Background: an optimization exercise with open tools, aiming at a short achievable clock period and few clock cycles. Do not read the settings as production practice. At most, simulation tests tie the RTL to the original design; equivalence was not proved. The RTL of run 1 was laid out without a check of its function. Power and IR drop assume default switching activity.

==> design.v <==
module predecode(ibytes, icode, ifun, rA, rB, valC, need_regids, need_valC,
                 stat, srcA, useA, srcB, useB, dstE, dstM);
input  [79:0] ibytes;
output [3:0] icode, ifun, rA, rB;
output [63:0] valC;
output need_regids, need_valC;
output [2:0] stat;
output [3:0] srcA, srcB, dstE, dstM;
output useA, useB;
assign icode = ibytes[79:76];
assign ifun  = ibytes[75:72];
assign rA    = ibytes[71:68];
assign rB    = ibytes[67:64];
wire i_halt = icode == 4'h0;
wire i_rrm  = icode == 4'h2;
wire i_irm  = icode == 4'h3;
wire i_rmm  = icode == 4'h4;
wire i_mrm  = icode == 4'h5;
wire i_op   = icode == 4'h6;
wire i_jxx  = icode == 4'h7;
wire i_call = icode == 4'h8;
wire i_ret  = icode == 4'h9;
wire i_push = icode == 4'hA;
wire i_pop  = icode == 4'hB;
assign need_regids = i_rrm | i_irm | i_rmm | i_mrm | i_op | i_push | i_pop;
assign need_valC   = i_irm | i_rmm | i_mrm | i_jxx | i_call;
assign valC = need_regids ? ibytes[63:0] : ibytes[71:8];
assign stat = i_halt ? 3'd2 : (icode[3] & icode[2]) ? 3'd4 : 3'd1;
assign useA = i_rrm | i_rmm | i_op | i_push;
assign srcA = useA ? rA : 4'hF;
assign useB = i_op | i_rmm | i_mrm | i_push | i_pop | i_call | i_ret;
assign srcB = (i_op | i_rmm | i_mrm) ? rB : useB ? 4'h4 : 4'hF;
assign dstE = (i_rrm | i_irm | i_op) ? rB :
              (i_push | i_pop | i_call | i_ret) ? 4'h4 : 4'hF;
assign dstM = (i_mrm | i_pop) ? rA : 4'hF;
endmodule
module regfile(dstE, valE, dstM, valM, wen, srcA, valA, srcB, valB, clock);
input [3:0] dstE, dstM, srcA, srcB;
input [63:0] valE, valM;
input wen;
output [63:0] valA, valB;
input clock;
reg [64*15-1:0] r;
wire [64*16-1:0] rall = {64'b0, r};
integer i;
always @(posedge clock)
  for (i = 0; i < 15; i = i + 1)
    if (wen & (dstM == i))
      r[i*64 +: 64] <= valM;
    else if (wen & (dstE == i))
      r[i*64 +: 64] <= valE;
assign valA = rall[srcA*64 +: 64];
assign valB = rall[srcB*64 +: 64];
endmodule
module alu(aluA, aluB, cin, f_and, f_xor, arith, valE, of);
input [63:0] aluA, aluB;
input cin, f_and, f_xor, arith;
output [63:0] valE;
output of;
wire [63:0] sum = aluB + aluA + {63'b0, cin};
assign valE = f_and ? (aluB & aluA) : f_xor ? (aluB ^ aluA) : sum;
assign of = arith & (aluA[63] == aluB[63]) & (sum[63] != aluB[63]);
endmodule
module cond(ifun, zf, sf, of, Cnd);
input [3:0] ifun;
input zf, sf, of;
output Cnd;
assign Cnd =
    (ifun == 4'h0) |
    (ifun == 4'h1 & ((sf ^ of) | zf)) |
    (ifun == 4'h2 & (sf ^ of)) |
    (ifun == 4'h3 & zf) |
    (ifun == 4'h4 & ~zf) |
    (ifun == 4'h5 & ~(sf ^ of)) |
    (ifun == 4'h6 & ~(sf ^ of) & ~zf);
endmodule
module y86_pipe(clock, reset, imem_addr, imem_data, dmem_addr, dmem_wdata, dmem_we, dmem_rdata, W_stat);
    input clock;
    input reset;
    output [63:0] imem_addr;
    input [79:0] imem_data;
    output [63:0] dmem_addr;
    output [63:0] dmem_wdata;
    output dmem_we;
    input [63:0] dmem_rdata;
    output reg [2:0] W_stat;
    localparam RNONE = 4'hF;
    reg [63:0] F_pc;
    reg [63:0] ras0, ras1, ras2, ras3;
    reg [1:0]  ras_ptr;
    reg [2:0]  D_stat;
    reg        D_rrm, D_irm, D_rmm, D_mrm, D_op, D_jxx, D_call, D_ret, D_push, D_pop;
    reg [3:0]  D_ifun, D_srcA, D_srcB, D_dstE, D_dstM;
    reg        D_useA, D_useB;
    reg [63:0] D_valC, D_valP;
    reg [1:0]  D_rasptr;
    reg [2:0]  E_stat;
    reg [63:0] E_aluA, E_aluB, E_valA;
    reg        E_cin, E_and, E_xor, E_arith, E_setcc, E_jxx, E_cmov, E_load, E_store, E_popret, E_ret;
    reg [3:0]  E_ifun, E_dstE, E_dstM;
    reg [1:0]  E_rasptr;
    reg [63:0] CC_val;
    reg        CC_of;
    reg [63:0] M_valE, M_addr, M_wdata;
    reg        M_we, M_ret;
    reg [3:0]  M_dstE, M_dstM;
    reg [1:0]  M_rasptr;
    reg        ret_misp_q;
    reg [63:0] W_rettgt;
    reg [1:0]  W_rasptr;
    wire W_final = W_stat[1] | W_stat[2];
    wire [3:0]  f_icode, f_ifun, f_rA, f_rB, f_srcA, f_srcB, f_dstE, f_dstM;
    wire [63:0] f_valC;
    wire        need_regids, need_valC, f_useA, f_useB;
    wire [2:0]  f_stat;
    predecode pd(imem_data, f_icode, f_ifun, f_rA, f_rB, f_valC, need_regids, need_valC,
                 f_stat, f_srcA, f_useA, f_srcB, f_useB, f_dstE, f_dstM);
    wire f_jxx  = f_icode == 4'h7;
    wire f_call = f_icode == 4'h8;
    wire f_ret  = f_icode == 4'h9;
    wire [63:0] pc_p1  = F_pc + 64'd1;
    wire [63:0] pc_p2  = F_pc + 64'd2;
    wire [63:0] pc_p9  = F_pc + 64'd9;
    wire [63:0] pc_p10 = F_pc + 64'd10;
    wire [63:0] f_valP = need_valC ? (need_regids ? pc_p10 : pc_p9) : (need_regids ? pc_p2 : pc_p1);
    reg [63:0] ras_top;
    always @(*)
        case (ras_ptr)
            2'd0: ras_top = ras0;
            2'd1: ras_top = ras1;
            2'd2: ras_top = ras2;
            default: ras_top = ras3;
        endcase
    wire [63:0] f_pred = (f_jxx | f_call) ? imem_data[71:8] : f_ret ? ras_top : f_valP;
    wire [1:0]  f_rasptr = f_call ? ras_ptr + 2'd1 : f_ret ? ras_ptr - 2'd1 : ras_ptr;
    wire [63:0] e_valE;
    wire        e_of, e_cnd;
    alu alu(E_aluA, E_aluB, E_cin, E_and, E_xor, E_arith, e_valE, e_of);
    cond cond_check(E_ifun, CC_val == 64'b0, CC_val[63], CC_of, e_cnd);
    wire [3:0] e_dstE = (E_cmov & ~e_cnd) ? RNONE : E_dstE;
    wire e_misp = E_jxx & ~e_cnd;
    wire flush = e_misp | ret_misp_q;
    wire lu = E_load & ((D_useA & (E_dstM == D_srcA)) | (D_useB & (E_dstM == D_srcB)));
    wire stall = lu & ~flush;
    wire [63:0] rfA, rfB;
    regfile regf(M_dstE, M_valE, M_dstM, dmem_rdata, ~ret_misp_q, D_srcA, rfA, D_srcB, rfB, clock);
    wire [63:0] mA = (D_srcA == M_dstM) ? dmem_rdata : (D_srcA == M_dstE) ? M_valE : rfA;
    wire [63:0] mB = (D_srcB == M_dstM) ? dmem_rdata : (D_srcB == M_dstE) ? M_valE : rfB;
    wire eA = D_srcA == e_dstE;
    wire eB = D_srcB == e_dstE;
    wire [63:0] fwdA = eA ? e_valE : mA;
    wire [63:0] fwdB = eB ? e_valE : mB;
    wire d_sub = D_op & (D_ifun == 4'h1);
    wire [63:0] inv = {64{d_sub}};
    wire [63:0] d_aluA =
        (D_op | D_rrm) ? (fwdA ^ inv) :
        (D_irm | D_rmm | D_mrm) ? D_valC :
        (D_call | D_push) ? 64'hFFFFFFFFFFFFFFF8 :
        (D_ret | D_pop) ? 64'd8 : 64'd0;
    wire [63:0] d_aluB = (D_op | D_rmm | D_mrm | D_call | D_push | D_ret | D_pop) ? fwdB : 64'd0;
    wire [63:0] d_valA = (D_rmm | D_push) ? fwdA : D_ret ? D_valC : D_valP;
    always @(posedge clock) begin
        if (reset) F_pc <= 64'd0;
        else if (ret_misp_q) F_pc <= W_rettgt;
        else if (e_misp) F_pc <= E_valA;
        else if (!stall) F_pc <= f_pred;
        if (reset) ras_ptr <= 2'd0;
        else if (ret_misp_q) ras_ptr <= W_rasptr;
        else if (e_misp) ras_ptr <= E_rasptr;
        else if (!stall) ras_ptr <= f_rasptr;
        if (!reset & !flush & !stall & f_call)
            case (f_rasptr)
                2'd0: ras0 <= pc_p9;
                2'd1: ras1 <= pc_p9;
                2'd2: ras2 <= pc_p9;
                default: ras3 <= pc_p9;
            endcase
        if (reset | flush) begin
            D_stat <= 3'd0;
            {D_rrm, D_irm, D_rmm, D_mrm, D_op, D_jxx, D_call, D_ret, D_push, D_pop} <= 10'b0;
            D_useA <= 1'b0; D_useB <= 1'b0;
            D_srcA <= RNONE; D_srcB <= RNONE; D_dstE <= RNONE; D_dstM <= RNONE;
        end else if (!stall) begin
            D_stat <= f_stat;
            D_rrm <= f_icode == 4'h2; D_irm <= f_icode == 4'h3; D_rmm <= f_icode == 4'h4;
            D_mrm <= f_icode == 4'h5; D_op <= f_icode == 4'h6; D_jxx <= f_jxx;
            D_call <= f_call; D_ret <= f_ret; D_push <= f_icode == 4'hA; D_pop <= f_icode == 4'hB;
            D_useA <= f_useA; D_useB <= f_useB;
            D_srcA <= f_srcA; D_srcB <= f_srcB; D_dstE <= f_dstE; D_dstM <= f_dstM;
        end
        if (!stall) begin
            D_ifun <= f_ifun;
            D_valC <= f_ret ? ras_top : f_valC;
            D_valP <= f_valP;
            D_rasptr <= f_rasptr;
        end
        if (reset | flush | stall) begin
            E_stat <= 3'd0;
            {E_setcc, E_arith, E_and, E_xor, E_cin, E_jxx, E_cmov, E_load, E_store, E_popret, E_ret} <= 11'b0;
            E_dstE <= RNONE; E_dstM <= RNONE;
        end else begin
            E_stat <= D_stat;
            E_setcc <= D_op;
            E_arith <= D_op & ~D_ifun[1];
            E_and <= D_op & (D_ifun == 4'h2);
            E_xor <= D_op & (D_ifun == 4'h3);
            E_cin <= d_sub;
            E_jxx <= D_jxx;
            E_cmov <= D_rrm;
            E_load <= D_mrm | D_pop;
            E_store <= D_rmm | D_push | D_call;
            E_popret <= D_pop | D_ret;
            E_ret <= D_ret;
            E_dstE <= D_dstE; E_dstM <= D_dstM;
        end
        E_aluA <= d_aluA;
        E_aluB <= d_aluB;
        E_valA <= d_valA;
        E_ifun <= D_ifun;
        E_rasptr <= D_rasptr;
        if (reset) begin
            CC_val <= 64'd0; CC_of <= 1'b0;
        end else if (E_setcc & ~ret_misp_q) begin
            CC_val <= e_valE; CC_of <= e_of;
        end
        if (reset | ret_misp_q) begin
            M_we <= 1'b0; M_ret <= 1'b0;
            M_dstE <= RNONE; M_dstM <= RNONE;
        end else begin
            M_we <= E_store; M_ret <= E_ret;
            M_dstE <= e_dstE; M_dstM <= E_dstM;
        end
        M_valE <= e_valE;
        M_addr <= E_popret ? E_aluB : e_valE;
        M_wdata <= E_valA;
        M_rasptr <= E_rasptr;
        if (reset) ret_misp_q <= 1'b0;
        else ret_misp_q <= M_ret & ~ret_misp_q & (dmem_rdata != M_wdata);
        W_rettgt <= dmem_rdata;
        W_rasptr <= M_rasptr;
        if (reset) W_stat <= 3'd0;
        else if (!W_final)
            W_stat <= (ret_misp_q | (M_ret & (dmem_rdata != M_wdata))) ? 3'd0 : E_stat;
    end
    assign imem_addr = F_pc;
    assign dmem_addr = M_addr;
    assign dmem_wdata = M_wdata;
    assign dmem_we = M_we & ~ret_misp_q & ~W_final;
endmodule
==> run.sh <==
#!/bin/bash
# synth_recipe.tcl (not shown) runs the flow's synth.tcl, then flattens the netlist and writes it again
# the make line also repeats each setting of config.mk as NAME=value (left out here)
make -C /OpenROAD-flow-scripts/flow DESIGN_CONFIG=/design/flow/config.mk WORK_HOME=/design/flow/orfs CLKGATE_MAP_FILE= SYNTH_SCRIPT=/design/flow/synth_recipe.tcl finish
==> config.mk <==
export PLATFORM = sky130hd
export DESIGN_NAME = y86_pipe
export DESIGN_NICKNAME = y86_pipe
export VERILOG_FILES = /design/flow/design.v
export SDC_FILE = /design/flow/constraint.sdc
export NUM_CORES = 4
export LEC_CHECK = 0
export ABC_CLOCK_PERIOD_IN_PS = 2800
export CAP_MARGIN = 20
export CORE_MARGIN = 2
export CORE_UTILIZATION = 40
export SETUP_SLACK_MARGIN = 4.2
export SLEW_MARGIN = 20
==> constraint.sdc <==
create_clock -name core_clock -period 7.0 [get_ports {clock}]
set_input_delay 1.4000 -clock core_clock [delete_from_list [all_inputs] [get_ports {clock}]]
set_output_delay 1.4000 -clock core_clock [all_outputs]
set_load 0.01 [all_outputs]
==> flow_results.xml, run 1 <==
<?xml version="1.0" encoding="UTF-8"?>
<metrics>
  <group name="synthesis">
    <metric name="post_synth_edffs" unit="">1350</metric>
    <metric name="ys_dominant_reg_cell" unit="">sky130_fd_sc_hd__edfxtp_1</metric>
    <metric name="synth.top_cell.area_share" unit="">0.382</metric>
    <metric name="synth.avg_cell_area" unit="um^2">12.4</metric>
    <metric name="post_synth_fa_ha_maj_area_fraction" unit="">0.00883</metric>
    <metric name="synth_nets" unit="">8772</metric>
    <metric name="post_synth_mux_area_share" unit="">0.254</metric>
    <metric name="netlist.top_cell.by_area" unit="">sky130_fd_sc_hd__edfxtp_1</metric>
    <metric name="combinational_family_with_the_most_area_after_synthesis" unit="">multiplexers</metric>
    <metric name="syn_inst" unit="">8554</metric>
    <metric name="synth_sequential_area_ratio" unit="">0.506</metric>
    <metric name="synth_area" unit="um^2">106000</metric>
    <metric name="ys_top_cells_by_area" unit="">sky130_fd_sc_hd__edfxtp_1 (38%), sky130_fd_sc_hd__dfxtp_1 (12%), sky130_fd_sc_hd__mux2_2 (11%), sky130_fd_sc_hd__mux4_2 (11%), sky130_fd_sc_hd__mux2i_1 (3.3%)</metric>
    <metric name="post_synthesis_async_set_or_reset_flop_share" unit="">0</metric>
    <metric name="synthXorXnorAreaFrac" unit="">0.0254</metric>
    <metric name="synth.lib_cells_used.distinct" unit="">117</metric>
    <metric name="synth_compound_gate_area_share" unit="">0.0943</metric>
    <metric name="synthSimpleGateAreaFrac" unit="">0.0755</metric>
    <metric name="postSynthRegisterBits" unit="">2006</metric>
    <metric name="yosys_warning_total" unit="">2</metric>
  </group>
  <group name="critical_path">
    <metric name="setup.reg_to_reg.worst_slack" unit="ns">3.17</metric>
    <metric name="setup.worst_path.end_class" unit="">flop</metric>
    <metric name="worstPathMaxFanout" unit="">5</metric>
    <metric name="cp_data_required_time" unit="ns">7.80</metric>
    <metric name="start_kind" unit="">flop</metric>
    <metric name="crit_path_arrival_time" unit="ns">4.63</metric>
    <metric name="criticalPathCategory" unit="">flop to flop</metric>
  </group>
  <group name="power">
    <metric name="p_int" unit="mW">23.8</metric>
    <metric name="clkPwrFrac" unit="">0.357</metric>
    <metric name="design_power_total" unit="mW">34.0</metric>
    <metric name="share_seq_of_total_power" unit="">0.422</metric>
    <metric name="power.share.switching" unit="">0.301</metric>
    <metric name="p_leak" unit="nW">53.0</metric>
    <metric name="pwr_density_cell" unit="nW/um^2">244</metric>
    <metric name="power.share.combinational" unit="">0.221</metric>
    <metric name="sw_pwr" unit="mW">10.3</metric>
    <metric name="vdd.ir_drop.worst" unit="mV">0.267</metric>
  </group>
  <group name="timing">
    <metric name="grt_setup_unrepaired" unit="">yes</metric>
    <metric name="report.final.slew_viol_count" unit="">0</metric>
    <metric name="tightestPinTransition" unit="ns">1.40</metric>
    <metric name="finalHoldViolCount" unit="">0</metric>
    <metric name="timing.setup.tns" unit="ns">0</metric>
    <metric name="timing.hold.ws" unit="ns">0.314</metric>
    <metric name="final.setup_skew" unit="ns">0.129</metric>
    <metric name="worst_slew_margin_rel" unit="">0.0664</metric>
    <metric name="max_freq" unit="MHz">261</metric>
    <metric name="finalWorstPathRequiredPeriod" unit="ns">3.83</metric>
    <metric name="report.final.setup_viol" unit="">0</metric>
    <metric name="fraction_of_the_cycle_the_final_worst_path_needs" unit="">0.547</metric>
  </group>
  <group name="cells_and_area">
    <metric name="final-instance-count-excl-fill" unit="">13129</metric>
    <metric name="top_register" unit="">regf.r</metric>
    <metric name="drive_gt1_frac" unit="">0.466</metric>
    <metric name="fillers" unit="">21864</metric>
    <metric name="total_number_of_nets_in_the_final_design" unit="">9612</metric>
    <metric name="largest_register_ff_count" unit="">960</metric>
    <metric name="synthToLayoutAreaGrowth" unit="%">31.6</metric>
    <metric name="final_area" unit="um^2">140000</metric>
  </group>
  <group name="drt">
    <metric name="routed_wirelength" unit="um">508000</metric>
    <metric name="via_per_inst" unit="">6.76</metric>
    <metric name="drt_first_pass_iters" unit="">9</metric>
    <metric name="drc_violations" unit="">0</metric>
    <metric name="routed_via_count" unit="">88723</metric>
    <metric name="drt-wirelength-per-cell" unit="um">38.7</metric>
    <metric name="detail-route-antenna-nets" unit="">1</metric>
    <metric name="first_iter_violations" unit="">14963</metric>
  </group>
  <group name="floorplan">
    <metric name="core_region_area" unit="um^2">263000</metric>
    <metric name="die_h" unit="um">519</metric>
    <metric name="num_rows" unit="">188</metric>
    <metric name="num_io_pins" unit="">342</metric>
    <metric name="initial_utilization" unit="">0.403</metric>
    <metric name="die_x" unit="um">519</metric>
    <metric name="floorplan.die_area" unit="um^2">269000</metric>
  </group>
  <group name="cts">
    <metric name="cts-buffers-inserted" unit="">218</metric>
    <metric name="path_clk_slew" unit="ns">0.07</metric>
    <metric name="clock_latency" unit="ns">0.95</metric>
    <metric name="cts-htree-levels" unit="">4</metric>
    <metric name="clock_tree_from_tritoncts" unit="">yes</metric>
    <metric name="postCtsHoldBufs" unit="">0</metric>
    <metric name="clock_path_buffers" unit="">3</metric>
    <metric name="numClockSinks" unit="">2006</metric>
    <metric name="root_buffer" unit="">sky130_fd_sc_hd__clkbuf_16</metric>
  </group>
  <group name="place">
    <metric name="io_buffer_count" unit="">341</metric>
    <metric name="dp_cells" unit="">11806</metric>
    <metric name="finalWeightedCongestion" unit="">1.01</metric>
    <metric name="placement.cell_area" unit="um^2">114000</metric>
    <metric name="dpl.hpwl" unit="um">296000</metric>
  </group>
  <group name="global_route">
    <metric name="grt_first_pass_wirelength" unit="um">681000</metric>
    <metric name="global_route.overflow_total" unit="">0</metric>
    <metric name="antenna_violations_before_repair" unit="">23</metric>
    <metric name="grt_util_all_layers" unit="">0.360</metric>
    <metric name="first_global_vias" unit="">84297</metric>
    <metric name="grt_start_max_net_pins" unit="">89</metric>
  </group>
  <group name="flow_run">
    <metric name="timing.max_cap.violations" unit="">0</metric>
  </group>
  <group name="status">
    <metric name="violations" unit="">antenna rules</metric>
    <metric name="outcome" unit="">failed layout checks</metric>
  </group>
  <group name="min_path">
    <metric name="hold_path_class" unit="">flop to flop</metric>
  </group>
</metrics>
synth_stat cells (182+ instances only):
cell type                  instances
sky130_fd_sc_hd__nand2_1         675
sky130_fd_sc_hd__xnor2_1         182
sky130_fd_sc_hd__mux2i_1         353
sky130_fd_sc_hd__clkbuf_1        683
sky130_fd_sc_hd__edfxtp_1       1350
sky130_fd_sc_hd__dfxtp_1         656
sky130_fd_sc_hd__nor2_1          512
sky130_fd_sc_hd__a211oi_1        209
sky130_fd_sc_hd__a21oi_1         492
sky130_fd_sc_hd__mux2_2         1046
sky130_fd_sc_hd__o21ai_0         335
sky130_fd_sc_hd__mux4_2          512
final timing paths:
check,from,endpoint,cells past startpoint
worst max-delay path,E_aluA[0]$_DFF_P_,E_aluA[58]$_DFF_P_,17
worst min-delay path,E_valA[22]$_DFF_P_,M_wdata[22]$_DFF_P_,0
worst min register to register,E_valA[22]$_DFF_P_,M_wdata[22]$_DFF_P_,0
worst max register to register,E_aluA[0]$_DFF_P_,E_aluA[58]$_DFF_P_,17
critical path: stages (launching register included):
cell and delay (ns):
sky130_fd_sc_hd__dfxtp_2 0.33, sky130_fd_sc_hd__inv_2 0.05, sky130_fd_sc_hd__fa_2 0.22, sky130_fd_sc_hd__inv_2 0.04
sky130_fd_sc_hd__fa_2 0.37, sky130_fd_sc_hd__a211oi_4 0.26, sky130_fd_sc_hd__o21ai_4 0.12, sky130_fd_sc_hd__o211ai_4 0.25
sky130_fd_sc_hd__a2111oi_4 0.11, sky130_fd_sc_hd__buf_6 0.17, sky130_fd_sc_hd__o31ai_4 0.48, sky130_fd_sc_hd__o2111ai_4 0.21
sky130_fd_sc_hd__nand3_4 0.21, sky130_fd_sc_hd__buf_12 0.12, sky130_fd_sc_hd__a21oi_4 0.05, sky130_fd_sc_hd__o21ai_4 0.25
sky130_fd_sc_hd__mux2i_1 0.33, sky130_fd_sc_hd__a211oi_2 0.09
layout by cell type, fill, tap and decap left out, types with 242 or more instances in the layout:
master                      instances
sky130_fd_sc_hd__a21oi_1          320
sky130_fd_sc_hd__mux2i_1          340
sky130_fd_sc_hd__edfxtp_1        1350
sky130_fd_sc_hd__o21ai_0          257
sky130_fd_sc_hd__mux4_2           512
sky130_fd_sc_hd__mux2_2           988
sky130_fd_sc_hd__buf_4            554
sky130_fd_sc_hd__clkbuf_16        242
sky130_fd_sc_hd__nor2_1           414
sky130_fd_sc_hd__buf_6            385
sky130_fd_sc_hd__dfxtp_1          466
sky130_fd_sc_hd__nand2_1          600
per-stage QoR:
step,util,setup slack (ns)
floorplan,-,3.25
global placement,0.433,1.52
detailed placement,0.433,1.43
CTS,0.512,3.23
global route,0.530,3.10
finish,0.531,3.17
power by group through the flow:
stage	Clock, mW	Sequential (mW)	Combinational (mW)
5_1_grt	12.6	14.4	7.68
3_3_place_gp	0	14.6	5.23
2_1_floorplan	0	14.1	3.47
6_report	12.1	14.4	7.51
3_5_place_dp	0	14.6	5.31
4_1_cts	12.1	14.3	6.73
kinds of logic (layout without fill, tap and decap cells):
| family | count (synthesis) | after routing |
|---|---|---|
| compound gates | 1555 | 1555 |
| xor+xnor | 308 | 308 |
| fa+ha+maj | 74 | 74 |
| buf+inv | 936 | 1948 |
| flops | 2006 | 2006 |
| mux | 1914 | 1915 |
| other cells | 0 | 23 |
| simple gates | 1761 | 1785 |
metal layers:
metal,up-vias,global-route usage,part of all wire,wire (um)
met5,-,0,0.00047,238
met4,21,0.215,0.075,38200
met3,1879,0.127,0.15,75400
met2,7487,0.512,0.41,210000
met1,44954,0.470,0.36,184000
li1,34382,-,-,-
final cells by class:
cell class | instances | area (um^2) | area share
sequential | 2006 | 54300 | 0.389
antenna | 23 | 57.6 | 0.000413
timing repair buffer | 1458 | 17000 | 0.122
timing repair inverter | 13 | 246 | 0.00177
inverter | 60 | 267 | 0.00191
clock inverter | 105 | 1230 | 0.00885
clock buffer | 312 | 6270 | 0.0449
multi-input combinational | 5637 | 55700 | 0.400
tap | 3515 | 4400 | 0.0315
timing repair:
item | 4_1_cts | 5_1_grt
pin swaps | 370 | 309
endpoints found under the setup margin | 3082 | 1600
hold endpoints to repair | 0 | 0
buffers inserted | 590 | 184
gates resized for setup | 2654 | 624
gates cloned | 90 | 18
==> run 2, diff against run 1 <==
--- a/design.v
+++ b/design.v
@@ -53,11 +53,18 @@
 assign valB = rall[srcB*64 +: 64];
 endmodule
-module alu(aluA, aluB, cin, f_and, f_xor, arith, valE, of);
+module alu(aluA, aluB, cin, f_and, f_xor, arith, valE, zf, of);
 input [63:0] aluA, aluB;
 input cin, f_and, f_xor, arith;
 output [63:0] valE;
-output of;
-wire [63:0] sum = aluB + aluA + {63'b0, cin};
-assign valE = f_and ? (aluB & aluA) : f_xor ? (aluB ^ aluA) : sum;
+output zf, of;
+wire [64:0] s65 = {aluB, 1'b1} + {aluA, cin};
+wire [63:0] sum = s65[64:1];
+wire [63:0] t = aluA ^ aluB;
+wire [63:0] k = aluA | aluB;
+wire zsum = ~|(t ^ {k[62:0], cin});
+wire zand = ~|(aluA & aluB);
+wire zxor = ~|t;
+assign valE = f_and ? (aluB & aluA) : f_xor ? t : sum;
+assign zf = f_and ? zand : f_xor ? zxor : zsum;
 assign of = arith & (aluA[63] == aluB[63]) & (sum[63] != aluB[63]);
 endmodule
@@ -100,13 +107,9 @@
     reg [3:0]  E_ifun, E_dstE, E_dstM;
     reg [1:0]  E_rasptr;
-    reg [63:0] CC_val;
-    reg        CC_of;
+    reg [2:0]  CC;
     reg [63:0] M_valE, M_addr, M_wdata;
     reg        M_we, M_ret;
     reg [3:0]  M_dstE, M_dstM;
     reg [1:0]  M_rasptr;
-    reg        ret_misp_q;
-    reg [63:0] W_rettgt;
-    reg [1:0]  W_rasptr;
     wire W_final = W_stat[1] | W_stat[2];
     wire [3:0]  f_icode, f_ifun, f_rA, f_rB, f_srcA, f_srcB, f_dstE, f_dstM;
@@ -132,17 +135,27 @@
             default: ras_top = ras3;
         endcase
-    wire [63:0] f_pred = (f_jxx | f_call) ? imem_data[71:8] : f_ret ? ras_top : f_valP;
+    wire f_cnd;
+    cond f_cond(f_ifun, CC[2], CC[1], CC[0], f_cnd);
+    wire f_known = ~D_op & ~E_setcc;
+    wire f_jtaken = ~f_known | f_cnd;
+    wire [63:0] f_pred = ((f_jxx & f_jtaken) | f_call) ? imem_data[71:8] : f_ret ? ras_top : f_valP;
     wire [1:0]  f_rasptr = f_call ? ras_ptr + 2'd1 : f_ret ? ras_ptr - 2'd1 : ras_ptr;
     wire [63:0] e_valE;
-    wire        e_of, e_cnd;
-    alu alu(E_aluA, E_aluB, E_cin, E_and, E_xor, E_arith, e_valE, e_of);
-    cond cond_check(E_ifun, CC_val == 64'b0, CC_val[63], CC_of, e_cnd);
+    wire        e_zf, e_of, e_cnd;
+    alu alu(E_aluA, E_aluB, E_cin, E_and, E_xor, E_arith, e_valE, e_zf, e_of);
+    cond cond_check(E_ifun, CC[2], CC[1], CC[0], e_cnd);
     wire [3:0] e_dstE = (E_cmov & ~e_cnd) ? RNONE : E_dstE;
     wire e_misp = E_jxx & ~e_cnd;
-    wire flush = e_misp | ret_misp_q;
+    wire d_cnd;
+    cond d_cond(D_ifun, CC[2], CC[1], CC[0], d_cnd);
+    wire d_resolve = D_jxx & ~E_setcc;
+    wire d_misp = d_resolve & ~d_cnd;
+    wire ret_misp = M_ret & (dmem_rdata != M_wdata);
+    wire flush = e_misp | ret_misp;
+    wire fflush = flush | d_misp;
     wire lu = E_load & ((D_useA & (E_dstM == D_srcA)) | (D_useB & (E_dstM == D_srcB)));
     wire stall = lu & ~flush;
     wire [63:0] rfA, rfB;
-    regfile regf(M_dstE, M_valE, M_dstM, dmem_rdata, ~ret_misp_q, D_srcA, rfA, D_srcB, rfB, clock);
+    regfile regf(M_dstE, M_valE, M_dstM, dmem_rdata, 1'b1, D_srcA, rfA, D_srcB, rfB, clock);
     wire [63:0] mA = (D_srcA == M_dstM) ? dmem_rdata : (D_srcA == M_dstE) ? M_valE : rfA;
     wire [63:0] mB = (D_srcB == M_dstM) ? dmem_rdata : (D_srcB == M_dstE) ? M_valE : rfB;
@@ -162,12 +175,14 @@
     always @(posedge clock) begin
         if (reset) F_pc <= 64'd0;
-        else if (ret_misp_q) F_pc <= W_rettgt;
+        else if (ret_misp) F_pc <= dmem_rdata;
         else if (e_misp) F_pc <= E_valA;
+        else if (d_misp) F_pc <= D_valP;
         else if (!stall) F_pc <= f_pred;
         if (reset) ras_ptr <= 2'd0;
-        else if (ret_misp_q) ras_ptr <= W_rasptr;
+        else if (ret_misp) ras_ptr <= M_rasptr;
         else if (e_misp) ras_ptr <= E_rasptr;
+        else if (d_misp) ras_ptr <= D_rasptr;
         else if (!stall) ras_ptr <= f_rasptr;
-        if (!reset & !flush & !stall & f_call)
+        if (f_call)
             case (f_rasptr)
                 2'd0: ras0 <= pc_p9;
@@ -176,5 +191,5 @@
                 default: ras3 <= pc_p9;
             endcase
-        if (reset | flush) begin
+        if (reset | fflush) begin
             D_stat <= 3'd0;
             {D_rrm, D_irm, D_rmm, D_mrm, D_op, D_jxx, D_call, D_ret, D_push, D_pop} <= 10'b0;
@@ -184,5 +199,5 @@
             D_stat <= f_stat;
             D_rrm <= f_icode == 4'h2; D_irm <= f_icode == 4'h3; D_rmm <= f_icode == 4'h4;
-            D_mrm <= f_icode == 4'h5; D_op <= f_icode == 4'h6; D_jxx <= f_jxx;
+            D_mrm <= f_icode == 4'h5; D_op <= f_icode == 4'h6; D_jxx <= f_jxx & ~f_known;
             D_call <= f_call; D_ret <= f_ret; D_push <= f_icode == 4'hA; D_pop <= f_icode == 4'hB;
             D_useA <= f_useA; D_useB <= f_useB;
@@ -206,5 +221,5 @@
             E_xor <= D_op & (D_ifun == 4'h3);
             E_cin <= d_sub;
-            E_jxx <= D_jxx;
+            E_jxx <= D_jxx & ~d_resolve;
             E_cmov <= D_rrm;
             E_load <= D_mrm | D_pop;
@@ -219,14 +234,11 @@
         E_ifun <= D_ifun;
         E_rasptr <= D_rasptr;
-        if (reset) begin
-            CC_val <= 64'd0; CC_of <= 1'b0;
-        end else if (E_setcc & ~ret_misp_q) begin
-            CC_val <= e_valE; CC_of <= e_of;
-        end
-        if (reset | ret_misp_q) begin
+        if (reset) CC <= 3'b100;
+        else if (E_setcc & ~ret_misp) CC <= {e_zf, e_valE[63], e_of};
+        if (reset | ret_misp) begin
             M_we <= 1'b0; M_ret <= 1'b0;
             M_dstE <= RNONE; M_dstM <= RNONE;
         end else begin
-            M_we <= E_store; M_ret <= E_ret;
+            M_we <= E_store & ~W_final; M_ret <= E_ret;
             M_dstE <= e_dstE; M_dstM <= E_dstM;
         end
@@ -235,15 +247,10 @@
         M_wdata <= E_valA;
         M_rasptr <= E_rasptr;
-        if (reset) ret_misp_q <= 1'b0;
-        else ret_misp_q <= M_ret & ~ret_misp_q & (dmem_rdata != M_wdata);
-        W_rettgt <= dmem_rdata;
-        W_rasptr <= M_rasptr;
         if (reset) W_stat <= 3'd0;
-        else if (!W_final)
-            W_stat <= (ret_misp_q | (M_ret & (dmem_rdata != M_wdata))) ? 3'd0 : E_stat;
+        else if (!W_final) W_stat <= ret_misp ? 3'd0 : E_stat;
     end
     assign imem_addr = F_pc;
     assign dmem_addr = M_addr;
     assign dmem_wdata = M_wdata;
-    assign dmem_we = M_we & ~ret_misp_q & ~W_final;
-endmodule
+    assign dmem_we = M_we;
+endmodule
--- a/config.mk
+++ b/config.mk
@@ -6,8 +6,7 @@
 export NUM_CORES = 4
 export LEC_CHECK = 0
-export ABC_CLOCK_PERIOD_IN_PS = 2800
 export CAP_MARGIN = 20
 export CORE_MARGIN = 2
 export CORE_UTILIZATION = 40
-export SETUP_SLACK_MARGIN = 4.2
+export SETUP_SLACK_MARGIN = 4.5
 export SLEW_MARGIN = 20
==> run 2 against run 1 <==
Net effect:
- hold slack gained 0.029 ns
- critical path depth shrank 3
- cell count grew 4.0%
- largest cell class unchanged
- sequential power shrank 6%
- now clean on timing, DRC and antenna
- clock skew shrank 0.040 ns
==> flow_results.xml, run 2 <==
<?xml version="1.0" encoding="UTF-8"?>
<metrics>
  <group name="place">
    <metric name="setup_slack_at_placement" unit="ns">0.842</metric>
    <metric name="dpl.hpwl" unit="um">362000</metric>
    <metric name="finalWeightedCongestion" unit="">1.08</metric>
    <metric name="io_buffer_count" unit="">341</metric>
    <metric name="dp_cells" unit="">12093</metric>
    <metric name="placement.cell_area" unit="um^2">113000</metric>
  </group>
  <group name="power">
    <metric name="vdd.ir_drop.worst" unit="mV">0.325</metric>
    <metric name="p_leak" unit="nW">54.2</metric>
    <metric name="design_power_total" unit="mW">34.7</metric>
    <metric name="pwr_density_cell" unit="nW/um^2">240</metric>
  </group>
  <group name="cells_and_area">
    <metric name="share_of_the_core_filled_with_cells" unit="">0.553</metric>
    <metric name="top_register" unit="">regf.r</metric>
    <metric name="final_area" unit="um^2">145000</metric>
    <metric name="fillers" unit="">21143</metric>
    <metric name="final-instance-count-excl-fill" unit="">13650</metric>
    <metric name="layout.cells.most_common" unit="">sky130_fd_sc_hd__edfxtp_1</metric>
    <metric name="synthToLayoutAreaGrowth" unit="%">37.8</metric>
    <metric name="largest_register_ff_count" unit="">960</metric>
    <metric name="drive_gt1_frac" unit="">0.499</metric>
    <metric name="layout.cells.most_common_list" unit="">sky130_fd_sc_hd__edfxtp_1 (1350), sky130_fd_sc_hd__mux2_2 (897), sky130_fd_sc_hd__buf_4 (669)</metric>
    <metric name="total_number_of_nets_in_the_final_design" unit="">10202</metric>
  </group>
  <group name="floorplan">
    <metric name="floorplan.die_area" unit="um^2">267000</metric>
    <metric name="num_io_pins" unit="">342</metric>
    <metric name="die_h" unit="um">516</metric>
    <metric name="die_x" unit="um">516</metric>
    <metric name="core_region_area" unit="um^2">262000</metric>
    <metric name="num_rows" unit="">188</metric>
    <metric name="initial_utilization" unit="">0.401</metric>
  </group>
  <group name="critical_path">
    <metric name="worst_r2r_path_depth" unit="">14</metric>
    <metric name="worstPathMaxFanout" unit="">3</metric>
    <metric name="worstReg2RegEnd" unit="">E_aluB[53]$_SDFF_PN0_</metric>
    <metric name="regToRegStartpoint" unit="">E_aluA[24]$_DFF_P_</metric>
    <metric name="setup.reg_to_reg.worst_slack" unit="ns">3.03</metric>
    <metric name="start_kind" unit="">flop</metric>
    <metric name="crit_path_arrival_time" unit="ns">4.79</metric>
    <metric name="crit_path_start" unit="">E_aluA[24]$_DFF_P_</metric>
    <metric name="cp_data_required_time" unit="ns">7.82</metric>
    <metric name="crit_path_end" unit="">E_aluB[53]$_SDFF_PN0_</metric>
    <metric name="criticalPathCategory" unit="">flop to flop</metric>
    <metric name="setup.worst_path.end_class" unit="">flop</metric>
  </group>
  <group name="cts">
    <metric name="clock_path_buffers" unit="">3</metric>
    <metric name="clock_tree_from_tritoncts" unit="">yes</metric>
    <metric name="cts-htree-levels" unit="">4</metric>
    <metric name="cts-buffers-inserted" unit="">208</metric>
    <metric name="clock_latency" unit="ns">0.94</metric>
    <metric name="path_clk_slew" unit="ns">0.07</metric>
    <metric name="postCtsHoldBufs" unit="">0</metric>
    <metric name="numClockSinks" unit="">1877</metric>
    <metric name="root_buffer" unit="">sky130_fd_sc_hd__clkbuf_16</metric>
  </group>
  <group name="synthesis">
    <metric name="ys_dominant_reg_cell" unit="">sky130_fd_sc_hd__edfxtp_1</metric>
    <metric name="post_synthesis_async_set_or_reset_flop_share" unit="">0</metric>
    <metric name="synth.avg_cell_area" unit="um^2">11.9</metric>
    <metric name="yosys_warning_total" unit="">2</metric>
    <metric name="yosys.cell_count.top_type" unit="">sky130_fd_sc_hd__edfxtp_1</metric>
    <metric name="netlist.top_cell.by_area" unit="">sky130_fd_sc_hd__edfxtp_1</metric>
    <metric name="synth_nets" unit="">9096</metric>
    <metric name="syn_inst" unit="">8816</metric>
    <metric name="synth_area" unit="um^2">105000</metric>
    <metric name="synth.lib_cells_used.distinct" unit="">90</metric>
    <metric name="postSynthRegisterBits" unit="">1877</metric>
    <metric name="synth.top_cells.by_count" unit="">sky130_fd_sc_hd__edfxtp_1 (1350), sky130_fd_sc_hd__mux2_2 (951), sky130_fd_sc_hd__clkbuf_1 (753)</metric>
    <metric name="synth_sequential_area_ratio" unit="">0.486</metric>
    <metric name="post_synth_edffs" unit="">1350</metric>
    <metric name="synth.top_cell.area_share" unit="">0.386</metric>
    <metric name="ys_top_cells_by_area" unit="">sky130_fd_sc_hd__edfxtp_1 (39%), sky130_fd_sc_hd__mux4_2 (11%), sky130_fd_sc_hd__mux2_2 (10%), sky130_fd_sc_hd__dfxtp_1 (10%), sky130_fd_sc_hd__mux2i_1 (3.6%)</metric>
  </group>
  <group name="drt">
    <metric name="routed_wirelength" unit="um">607000</metric>
    <metric name="routed_via_count" unit="">95674</metric>
    <metric name="first_iter_violations" unit="">18189</metric>
    <metric name="detail-route-antenna-nets" unit="">0</metric>
    <metric name="drt-wirelength-per-cell" unit="um">44.5</metric>
    <metric name="drt_first_pass_iters" unit="">11</metric>
    <metric name="drc_violations" unit="">0</metric>
    <metric name="via_per_inst" unit="">7.01</metric>
  </group>
  <group name="timing">
    <metric name="report.final.setup_viol" unit="">0</metric>
    <metric name="final.setup_skew" unit="ns">0.0884</metric>
    <metric name="finalHoldViolCount" unit="">0</metric>
    <metric name="report.final.slew_viol_count" unit="">0</metric>
    <metric name="fraction_of_the_cycle_the_final_worst_path_needs" unit="">0.567</metric>
    <metric name="worst_slew_margin_rel" unit="">0.0626</metric>
    <metric name="worst_slack_setup_final" unit="ns">3.03</metric>
    <metric name="tightestPinTransition" unit="ns">1.39</metric>
    <metric name="grt_setup_unrepaired" unit="">yes</metric>
    <metric name="finalWorstPathRequiredPeriod" unit="ns">3.97</metric>
    <metric name="timing.hold.ws" unit="ns">0.344</metric>
    <metric name="timing.setup.tns" unit="ns">0</metric>
    <metric name="max_freq" unit="MHz">252</metric>
  </group>
  <group name="global_route">
    <metric name="grt_first_pass_wirelength" unit="um">785000</metric>
    <metric name="grt_start_max_net_pins" unit="">102</metric>
    <metric name="antenna_violations_before_repair" unit="">51</metric>
    <metric name="grt_util_all_layers" unit="">0.435</metric>
    <metric name="first_global_vias" unit="">88061</metric>
    <metric name="global_route.overflow_total" unit="">0</metric>
  </group>
  <group name="min_path">
    <metric name="hold_path_class" unit="">flop to flop</metric>
    <metric name="holdCritStartpoint" unit="">E_valA[31]$_DFF_P_</metric>
  </group>
  <group name="flow_run">
    <metric name="timing.max_cap.violations" unit="">0</metric>
  </group>
  <group name="status">
    <metric name="outcome" unit="">timing/DRC/antenna clean</metric>
  </group>
</metrics>
-- run 2: cells by family after synthesis --
logic type,count (synthesis),share of synthesized area
compound gates,1752,0.106
xor+xnor,342,0.0285
fa+ha+maj,137,0.0163
buf+inv,1108,0.0401
flops,1877,0.486
mux,1838,0.247
simple gates,1762,0.0756
-- run 2: repair_timing --
action / CTS / global route
cloned: 102 / 21
endpoints found under the setup margin: 2960 / 1298
resized for setup: 3534 / 900
setup buffers: 718 / 292
pin swaps: 470 / 380
-- run 2: worst min path at each step --
stage	end	slack (ns)	cells past startpoint
floorplan	M_wdata[27]$_DFF_P_	0.33	0
global placement	M_rasptr[1]$_DFF_P_	0.34	0
detailed placement	M_wdata[26]$_DFF_P_	0.34	0
CTS	M_wdata[26]$_DFF_P_	0.34	0
global route	M_wdata[0]$_DFF_P_	0.35	0
finish	M_wdata[31]$_DFF_P_	0.34	0
-- run 2: final cells by class --
| class | instances | area, um^2 | share of cell area |
|---|---|---|---|
| clock buffer | 289 | 5840 | 0.0404 |
| tap | 3515 | 4400 | 0.0304 |
| timing repair inverter | 4 | 67.6 | 0.000467 |
| sequential | 1877 | 51700 | 0.357 |
| multi-input combinational | 5851 | 59500 | 0.411 |
| antenna | 29 | 72.6 | 0.000501 |
| clock inverter | 105 | 1240 | 0.00859 |
| timing repair buffer | 1773 | 21100 | 0.146 |
| inverter | 207 | 857 | 0.00592 |
-- run 2: routing by layer --
metal / GRT usage / up-vias / share of wire
li1: - / 35873 / -
met1: 0.516 / 47822 / 0.33
met2: 0.590 / 9340 / 0.39
met3: 0.191 / 2603 / 0.16
met4: 0.388 / 36 / 0.11
met5: 0.0159 / - / 0.0015
-- run 2: worst max-delay path, stage by stage (launching register included) --
cell and delay, ns:
sky130_fd_sc_hd__dfxtp_4 0.38, sky130_fd_sc_hd__inv_2 0.05, sky130_fd_sc_hd__ha_4 0.30, sky130_fd_sc_hd__nand4_4 0.10, sky130_fd_sc_hd__or3_4 0.39, sky130_fd_sc_hd__or4_4 0.50, sky130_fd_sc_hd__a31oi_4 0.16, sky130_fd_sc_hd__a211oi_2 0.06
sky130_fd_sc_hd__buf_4 0.16, sky130_fd_sc_hd__a2111o_1 0.46, sky130_fd_sc_hd__a211oi_4 0.44, sky130_fd_sc_hd__xnor2_1 0.18, sky130_fd_sc_hd__mux2_4 0.29, sky130_fd_sc_hd__a21oi_4 0.08, sky130_fd_sc_hd__nor2_4 0.31
-- run 2: power by group --
part | leakage (nW) | switching, mW | total [mW] | internal [mW]
clock | 3.46 | 5.11 | 11.6 | 6.48
combinational | 33.6 | 5.39 | 9.48 | 4.09
sequential | 17.1 | 0.914 | 13.6 | 12.7
Testbench counts of run 2, summed over its fixed seeds: cycles 51,435.
==> run 3, diff against run 2 <==
--- a/design.v
+++ b/design.v
@@ -102,4 +102,7 @@
     reg [63:0] D_valC, D_valP;
     reg [1:0]  D_rasptr;
+    reg        D_ptk;               
+    reg        D_kill;              
+    reg [3:0]  D_bidx;              
     reg [2:0]  E_stat;
     reg [63:0] E_aluA, E_aluB, E_valA;
@@ -107,7 +110,12 @@
     reg [3:0]  E_ifun, E_dstE, E_dstM;
     reg [1:0]  E_rasptr;
+    reg        E_ptk;
+    reg [3:0]  E_bidx;
     reg [2:0]  CC;
     reg [63:0] M_valE, M_addr, M_wdata;
     reg        M_we, M_ret;
+    reg        ret_misp_q;
+    reg [63:0] W_rettgt;
+    reg [1:0]  W_rasptr;
     reg [3:0]  M_dstE, M_dstM;
     reg [1:0]  M_rasptr;
@@ -138,6 +146,11 @@
     cond f_cond(f_ifun, CC[2], CC[1], CC[0], f_cnd);
     wire f_known = ~D_op & ~E_setcc;
-    wire f_jtaken = ~f_known | f_cnd;
+    reg [31:0] bht;
+    wire [3:0] f_bidx = F_pc[3:0];
+    wire [1:0] bht_f = bht[f_bidx*2 +: 2];
+    wire f_bht = bht_f[1];
+    wire f_jtaken = f_known ? f_cnd : f_bht;
     wire [63:0] f_pred = ((f_jxx & f_jtaken) | f_call) ? imem_data[71:8] : f_ret ? ras_top : f_valP;
+    wire [63:0] f_alt = (f_jxx & f_jtaken) ? f_valP : imem_data[71:8];
     wire [1:0]  f_rasptr = f_call ? ras_ptr + 2'd1 : f_ret ? ras_ptr - 2'd1 : ras_ptr;
     wire [63:0] e_valE;
@@ -146,12 +159,12 @@
     cond cond_check(E_ifun, CC[2], CC[1], CC[0], e_cnd);
     wire [3:0] e_dstE = (E_cmov & ~e_cnd) ? RNONE : E_dstE;
-    wire e_misp = E_jxx & ~e_cnd;
+    wire e_misp = E_jxx & (e_cnd != E_ptk);
+    wire d_zf = E_setcc ? e_zf : CC[2];
     wire d_cnd;
-    cond d_cond(D_ifun, CC[2], CC[1], CC[0], d_cnd);
-    wire d_resolve = D_jxx & ~E_setcc;
-    wire d_misp = d_resolve & ~d_cnd;
-    wire ret_misp = M_ret & (dmem_rdata != M_wdata);
-    wire flush = e_misp | ret_misp;
-    wire fflush = flush | d_misp;
+    cond d_cond(D_ifun, d_zf, CC[1], CC[0], d_cnd);
+    wire d_resolve = D_jxx & ~D_kill & (~E_setcc | (D_ifun == 4'h0) | (D_ifun == 4'h3) | (D_ifun == 4'h4));
+    wire d_misp = d_resolve & (d_cnd != D_ptk);
+    wire ret_misp = M_ret & ~ret_misp_q & (dmem_rdata != M_wdata);
+    wire flush = e_misp | ret_misp_q;
     wire lu = E_load & ((D_useA & (E_dstM == D_srcA)) | (D_useB & (E_dstM == D_srcB)));
     wire stall = lu & ~flush;
@@ -173,12 +186,15 @@
     wire [63:0] d_aluB = (D_op | D_rmm | D_mrm | D_call | D_push | D_ret | D_pop) ? fwdB : 64'd0;
     wire [63:0] d_valA = (D_rmm | D_push) ? fwdA : D_ret ? D_valC : D_valP;
+    function [1:0] ctr_next(input [1:0] c, input t);
+        ctr_next = t ? ((c == 2'b11) ? c : c + 2'b01) : ((c == 2'b00) ? c : c - 2'b01);
+    endfunction
     always @(posedge clock) begin
         if (reset) F_pc <= 64'd0;
-        else if (ret_misp) F_pc <= dmem_rdata;
+        else if (ret_misp_q) F_pc <= W_rettgt;
         else if (e_misp) F_pc <= E_valA;
         else if (d_misp) F_pc <= D_valP;
         else if (!stall) F_pc <= f_pred;
         if (reset) ras_ptr <= 2'd0;
-        else if (ret_misp) ras_ptr <= M_rasptr;
+        else if (ret_misp_q) ras_ptr <= W_rasptr;
         else if (e_misp) ras_ptr <= E_rasptr;
         else if (d_misp) ras_ptr <= D_rasptr;
@@ -191,5 +207,7 @@
                 default: ras3 <= pc_p9;
             endcase
-        if (reset | fflush) begin
+        if (reset | flush) D_kill <= 1'b0;
+        else if (!stall) D_kill <= d_misp;
+        if (reset | flush) begin
             D_stat <= 3'd0;
             {D_rrm, D_irm, D_rmm, D_mrm, D_op, D_jxx, D_call, D_ret, D_push, D_pop} <= 10'b0;
@@ -207,8 +225,10 @@
             D_ifun <= f_ifun;
             D_valC <= f_ret ? ras_top : f_valC;
-            D_valP <= f_valP;
+            D_valP <= (f_jxx & ~f_call) ? f_alt : f_valP;
+            D_ptk <= f_jtaken;
+            D_bidx <= f_bidx;
             D_rasptr <= f_rasptr;
         end
-        if (reset | flush | stall) begin
+        if (reset | flush | stall | D_kill) begin
             E_stat <= 3'd0;
             {E_setcc, E_arith, E_and, E_xor, E_cin, E_jxx, E_cmov, E_load, E_store, E_popret, E_ret} <= 11'b0;
@@ -234,7 +254,16 @@
         E_ifun <= D_ifun;
         E_rasptr <= D_rasptr;
+        E_ptk <= D_ptk;
+        E_bidx <= D_bidx;
+        if (reset) bht <= {16{2'b10}};
+        else begin
+            if (E_jxx & ~ret_misp & ~ret_misp_q)
+                bht[E_bidx*2 +: 2] <= ctr_next(bht[E_bidx*2 +: 2], e_cnd);
+            if (d_resolve & ~flush)
+                bht[D_bidx*2 +: 2] <= ctr_next(bht[D_bidx*2 +: 2], d_cnd);
+        end
         if (reset) CC <= 3'b100;
-        else if (E_setcc & ~ret_misp) CC <= {e_zf, e_valE[63], e_of};
-        if (reset | ret_misp) begin
+        else if (E_setcc & ~ret_misp & ~ret_misp_q) CC <= {e_zf, e_valE[63], e_of};
+        if (reset | ret_misp | ret_misp_q) begin
             M_we <= 1'b0; M_ret <= 1'b0;
             M_dstE <= RNONE; M_dstM <= RNONE;
@@ -248,5 +277,9 @@
         M_rasptr <= E_rasptr;
         if (reset) W_stat <= 3'd0;
-        else if (!W_final) W_stat <= ret_misp ? 3'd0 : E_stat;
+        else if (!W_final) W_stat <= (ret_misp | ret_misp_q) ? 3'd0 : E_stat;
+        if (reset) ret_misp_q <= 1'b0;
+        else ret_misp_q <= ret_misp;
+        W_rettgt <= dmem_rdata;
+        W_rasptr <= M_rasptr;
     end
     assign imem_addr = F_pc;
==> run 3 against run 2 <==
Net effect:
- still clean on timing, DRC and antenna
- critical path depth unchanged
- combinational power up 0.9%
- die area up 5.9%
- critical path type unchanged
- critical endpoint is now E_aluA[20]$_DFF_P_
- largest cell class unchanged
- largest power group unchanged
- highest routed layer unchanged
==> flow_results.xml, run 3 <==
<?xml version="1.0" encoding="UTF-8"?>
<metrics>
  <group name="cts">
    <metric name="path_clk_slew" unit="ns">0.07</metric>
    <metric name="postCtsHoldBufs" unit="">0</metric>
    <metric name="clock_path_buffers" unit="">4</metric>
    <metric name="root_buffer" unit="">sky130_fd_sc_hd__clkbuf_16</metric>
    <metric name="numClockSinks" unit="">1987</metric>
    <metric name="cts-buffers-inserted" unit="">222</metric>
    <metric name="cts-htree-levels" unit="">4</metric>
    <metric name="clock_latency" unit="ns">0.98</metric>
    <metric name="clock_tree_from_tritoncts" unit="">yes</metric>
  </group>
  <group name="synthesis">
    <metric name="synth.lib_cells_used.distinct" unit="">109</metric>
    <metric name="post_synthesis_async_set_or_reset_flop_share" unit="">0</metric>
    <metric name="post_synth_edffs" unit="">1355</metric>
    <metric name="yosys_warning_total" unit="">2</metric>
    <metric name="netlist.top_cell.by_area" unit="">sky130_fd_sc_hd__edfxtp_1</metric>
    <metric name="synth_nets" unit="">9656</metric>
    <metric name="ys_top_cells_by_area" unit="">sky130_fd_sc_hd__edfxtp_1 (37%), sky130_fd_sc_hd__dfxtp_1 (11%), sky130_fd_sc_hd__mux4_2 (11%), sky130_fd_sc_hd__mux2_2 (11%), sky130_fd_sc_hd__mux2i_1 (3.4%)</metric>
    <metric name="syn_inst" unit="">9372</metric>
    <metric name="synth_area" unit="um^2">111000</metric>
    <metric name="synth_sequential_area_ratio" unit="">0.479</metric>
    <metric name="postSynthRegisterBits" unit="">1987</metric>
    <metric name="synth.avg_cell_area" unit="um^2">11.9</metric>
    <metric name="synth.top_cell.area_share" unit="">0.366</metric>
    <metric name="ys_dominant_reg_cell" unit="">sky130_fd_sc_hd__edfxtp_1</metric>
    <metric name="synth.top_cells.by_count" unit="">sky130_fd_sc_hd__edfxtp_1 (1355), sky130_fd_sc_hd__mux2_2 (1055), sky130_fd_sc_hd__clkbuf_1 (703)</metric>
    <metric name="yosys.cell_count.top_type" unit="">sky130_fd_sc_hd__edfxtp_1</metric>
  </group>
  <group name="min_path">
    <metric name="worst_hold_path_cells" unit="">0</metric>
    <metric name="hold-path-endpoint" unit="">W_rasptr[1]$_DFF_P_</metric>
    <metric name="holdCritStartpoint" unit="">M_rasptr[1]$_DFF_P_</metric>
    <metric name="hold_path_class" unit="">flop to flop</metric>
  </group>
  <group name="power">
    <metric name="p_leak" unit="nW">59.2</metric>
    <metric name="vdd.ir_drop.worst" unit="mV">0.205</metric>
    <metric name="pwr_density_cell" unit="nW/um^2">229</metric>
    <metric name="clkPwrFrac" unit="">0.339</metric>
    <metric name="power.share.switching" unit="">0.318</metric>
    <metric name="sw_pwr" unit="mW">11.4</metric>
    <metric name="p_int" unit="mW">24.5</metric>
    <metric name="share_seq_of_total_power" unit="">0.395</metric>
    <metric name="power.share.combinational" unit="">0.266</metric>
  </group>
  <group name="drt">
    <metric name="first_iter_violations" unit="">18476</metric>
    <metric name="routed_wirelength" unit="um">619000</metric>
    <metric name="drt-wirelength-per-cell" unit="um">42.3</metric>
    <metric name="routed_via_count" unit="">101525</metric>
    <metric name="via_per_inst" unit="">6.94</metric>
    <metric name="detail-route-antenna-nets" unit="">0</metric>
    <metric name="drt_first_pass_iters" unit="">10</metric>
    <metric name="drc_violations" unit="">0</metric>
  </group>
  <group name="place">
    <metric name="io_buffer_count" unit="">341</metric>
    <metric name="dpl.hpwl" unit="um">363000</metric>
    <metric name="finalWeightedCongestion" unit="">1.04</metric>
    <metric name="dp_cells" unit="">12781</metric>
  </group>
  <group name="critical_path">
    <metric name="setup.worst_path.end_class" unit="">flop</metric>
    <metric name="cp_data_required_time" unit="ns">7.85</metric>
    <metric name="start_kind" unit="">flop</metric>
    <metric name="setup.reg_to_reg.worst_slack" unit="ns">3.00</metric>
    <metric name="worstReg2RegEnd" unit="">E_aluA[20]$_DFF_P_</metric>
    <metric name="criticalPathCategory" unit="">flop to flop</metric>
    <metric name="worstPathMaxFanout" unit="">7</metric>
    <metric name="regToRegStartpoint" unit="">D_srcA[0]$_SDFFE_PP1N_</metric>
    <metric name="worst_r2r_path_depth" unit="">14</metric>
    <metric name="crit_path_arrival_time" unit="ns">4.85</metric>
  </group>
  <group name="global_route">
    <metric name="grt_start_max_net_pins" unit="">105</metric>
    <metric name="first_global_vias" unit="">94266</metric>
    <metric name="global_route.overflow_total" unit="">0</metric>
    <metric name="grt_first_pass_wirelength" unit="um">813000</metric>
    <metric name="grt_util_all_layers" unit="">0.416</metric>
    <metric name="antenna_violations_before_repair" unit="">65</metric>
  </group>
  <group name="timing">
    <metric name="report.final.slew_viol_count" unit="">0</metric>
    <metric name="timing.setup.tns" unit="ns">0</metric>
    <metric name="fraction_of_the_cycle_the_final_worst_path_needs" unit="">0.572</metric>
    <metric name="tightestPinTransition" unit="ns">1.30</metric>
    <metric name="final.setup_skew" unit="ns">0.108</metric>
    <metric name="report.final.setup_viol" unit="">0</metric>
    <metric name="finalWorstPathRequiredPeriod" unit="ns">4.00</metric>
    <metric name="finalHoldViolCount" unit="">0</metric>
    <metric name="worst_slew_margin_rel" unit="">0.132</metric>
    <metric name="grt_setup_unrepaired" unit="">yes</metric>
    <metric name="max_freq" unit="MHz">250</metric>
  </group>
  <group name="cells_and_area">
    <metric name="largest_register_ff_count" unit="">960</metric>
    <metric name="synthToLayoutAreaGrowth" unit="%">40.8</metric>
    <metric name="layout.cells.most_common" unit="">sky130_fd_sc_hd__edfxtp_1</metric>
    <metric name="layout.cells.most_common_list" unit="">sky130_fd_sc_hd__edfxtp_1 (1355), sky130_fd_sc_hd__mux2_2 (980), sky130_fd_sc_hd__buf_4 (791)</metric>
    <metric name="final-instance-count-excl-fill" unit="">14634</metric>
    <metric name="total_number_of_nets_in_the_final_design" unit="">10999</metric>
    <metric name="top_register" unit="">regf.r</metric>
    <metric name="fillers" unit="">21911</metric>
    <metric name="drive_gt1_frac" unit="">0.507</metric>
  </group>
  <group name="floorplan">
    <metric name="num_rows" unit="">193</metric>
    <metric name="core_region_area" unit="um^2">276000</metric>
    <metric name="initial_utilization" unit="">0.402</metric>
    <metric name="floorplan.die_area" unit="um^2">282000</metric>
    <metric name="die_h" unit="um">531</metric>
    <metric name="die_x" unit="um">531</metric>
    <metric name="num_io_pins" unit="">342</metric>
  </group>
  <group name="status">
    <metric name="outcome" unit="">timing/DRC/antenna clean</metric>
  </group>
  <group name="flow_run">
    <metric name="timing.max_cap.violations" unit="">0</metric>
  </group>
</metrics>
-- run 3: cell count changes in the layout (fill, tap and decap cells not counted), moves of 57 or more --
cell	previous run	this run
sky130_fd_sc_hd__dfxtp_1	282	377
sky130_fd_sc_hd__nor2_1	361	528
sky130_fd_sc_hd__buf_4	669	791
sky130_fd_sc_hd__mux2_2	897	980
sky130_fd_sc_hd__nand2_1	610	476
sky130_fd_sc_hd__o211ai_1	104	163
sky130_fd_sc_hd__buf_12	211	268
sky130_fd_sc_hd__o21ai_0	317	235
-- run 3: how the worst max path moves through the flow --
stage,start,endpoint,slack (ns),depth (start not counted)
3_3_place_gp,dmem_rdata[57],bht[25]$_SDFF_PP1_,0.37,12
5_1_grt,D_srcA[0]$_SDFFE_PP1N_,E_valA[20]$_DFF_P_,3.09,16
3_5_place_dp,dmem_rdata[63],bht[25]$_SDFF_PP1_,0.61,12
4_1_cts,E_xor$_SDFF_PP0_,F_pc[60]$_SDFFE_PP0P_,3.34,14
6_report,D_srcA[0]$_SDFFE_PP1N_,E_aluA[20]$_DFF_P_,3.00,14
2_1_floorplan,imem_data[78],ras0[0]$_DFFE_PP_,2.76,6
-- run 3: layout make-up --
type	count	area, um^2	area share
antenna	30	75.1	0.000479
clock buffer	320	6360	0.0406
clock inverter	88	921	0.00588
inverter	239	967	0.00617
multi-input combinational	6215	64600	0.412
sequential	1987	54000	0.345
tap	3705	4640	0.0296
timing repair buffer	2048	25100	0.160
timing repair inverter	2	31.3	0.000200
-- run 3: worst max-delay path, stage by stage (launching register included) --
cell and delay [ns]:
sky130_fd_sc_hd__dfxtp_4 0.57, sky130_fd_sc_hd__buf_6 0.16, sky130_fd_sc_hd__buf_6 0.09, sky130_fd_sc_hd__buf_6 0.09, sky130_fd_sc_hd__buf_6 0.11, sky130_fd_sc_hd__buf_12 0.14, sky130_fd_sc_hd__buf_16 0.15, sky130_fd_sc_hd__mux4_2 0.54
sky130_fd_sc_hd__mux4_2 0.50, sky130_fd_sc_hd__mux2i_2 0.21, sky130_fd_sc_hd__nand2_1 0.09, sky130_fd_sc_hd__o211ai_1 0.52, sky130_fd_sc_hd__o21ai_4 0.19, sky130_fd_sc_hd__xnor2_2 0.22, sky130_fd_sc_hd__a21oi_4 0.30
-- run 3: repair_timing --
item                       4_1_cts  5_1_grt
setup endpoints to repair     3188     1368
gates cloned                   141       20
pin swaps                      568      486
buffers inserted               937      317
resized for setup             3882      847
-- run 3: stage by stage --
stage	power, mW	setup WS (ns)	util	hold slack, ns	area (um^2)
6_report	35.9	3.00	0.567	0.335	157000
5_1_grt	36.3	3.09	0.567	0.343	157000
4_1_cts	34.6	3.34	0.542	0.333	150000
3_5_place_dp	20.4	0.605	0.430	0.314	119000
3_3_place_gp	20.3	0.373	0.430	0.311	119000
2_1_floorplan	17.4	2.76	-	0.310	111000
-- run 3: power by group through the flow --
stage	Combinational (mW)	Clock (mW)	Sequential, mW
final	9.57	12.2	14.2
after global routing	9.60	12.5	14.2
after CTS	8.44	12.1	14.1
after detailed placement	5.99	0	14.4
after global placement	5.92	0	14.4
after floorplan	3.51	0	13.9
-- run 3: metal layers --
layer,track usage,part of all wire,vias up
met4,0.295,0.096,56
li1,-,-,38529
met5,0.00877,0.0019,-
met1,0.518,0.34,50748
met3,0.189,0.17,2593
met2,0.565,0.39,9599
-- run 3: cells by family after synthesis --
| logic type | synth area share |
|---|---|
| simple gates | 0.0805 |
| flops | 0.479 |
| mux | 0.248 |
| compound gates | 0.107 |
| fa+ha+maj | 0.0159 |
| buf+inv | 0.0422 |
| xor+xnor | 0.0267 |
Testbench counts of run 3, summed over its fixed seeds: cycles 49,423.

==> separate check: timing with driven ports <==
Ports are ideal in the flow. The routed layouts listed here were re-timed in OpenROAD. Step 1, drivers: a clkbuf_16 drives clock and a buf_2 each remaining input, both assumed. Step 2 also shifts input and output timing later by t, the mid clock arrival at the registers, as if the neighbouring blocks saw the same clock. Slacks: no drivers / after step 1 / after step 2; pairs: no drivers / after step 1.
run | shift t [ns] | slack for setup (ns) | worst slew at a driven data input, ns | pins driven straight from the clock port
run 1 | 0.971 | 3.169 / 3.169 / 2.827 | 0.16 | 1
run 2 | 1.000 | 3.031 / 3.031 / 2.244 | 0.23 | 1
run 3 | 1.032 | 2.996 / 2.996 / 2.202 | 0.10 | 1
For run 3, which loses most, drivers alone change the setup slack by 0.000 ns; drivers and shift together by -0.794 ns.
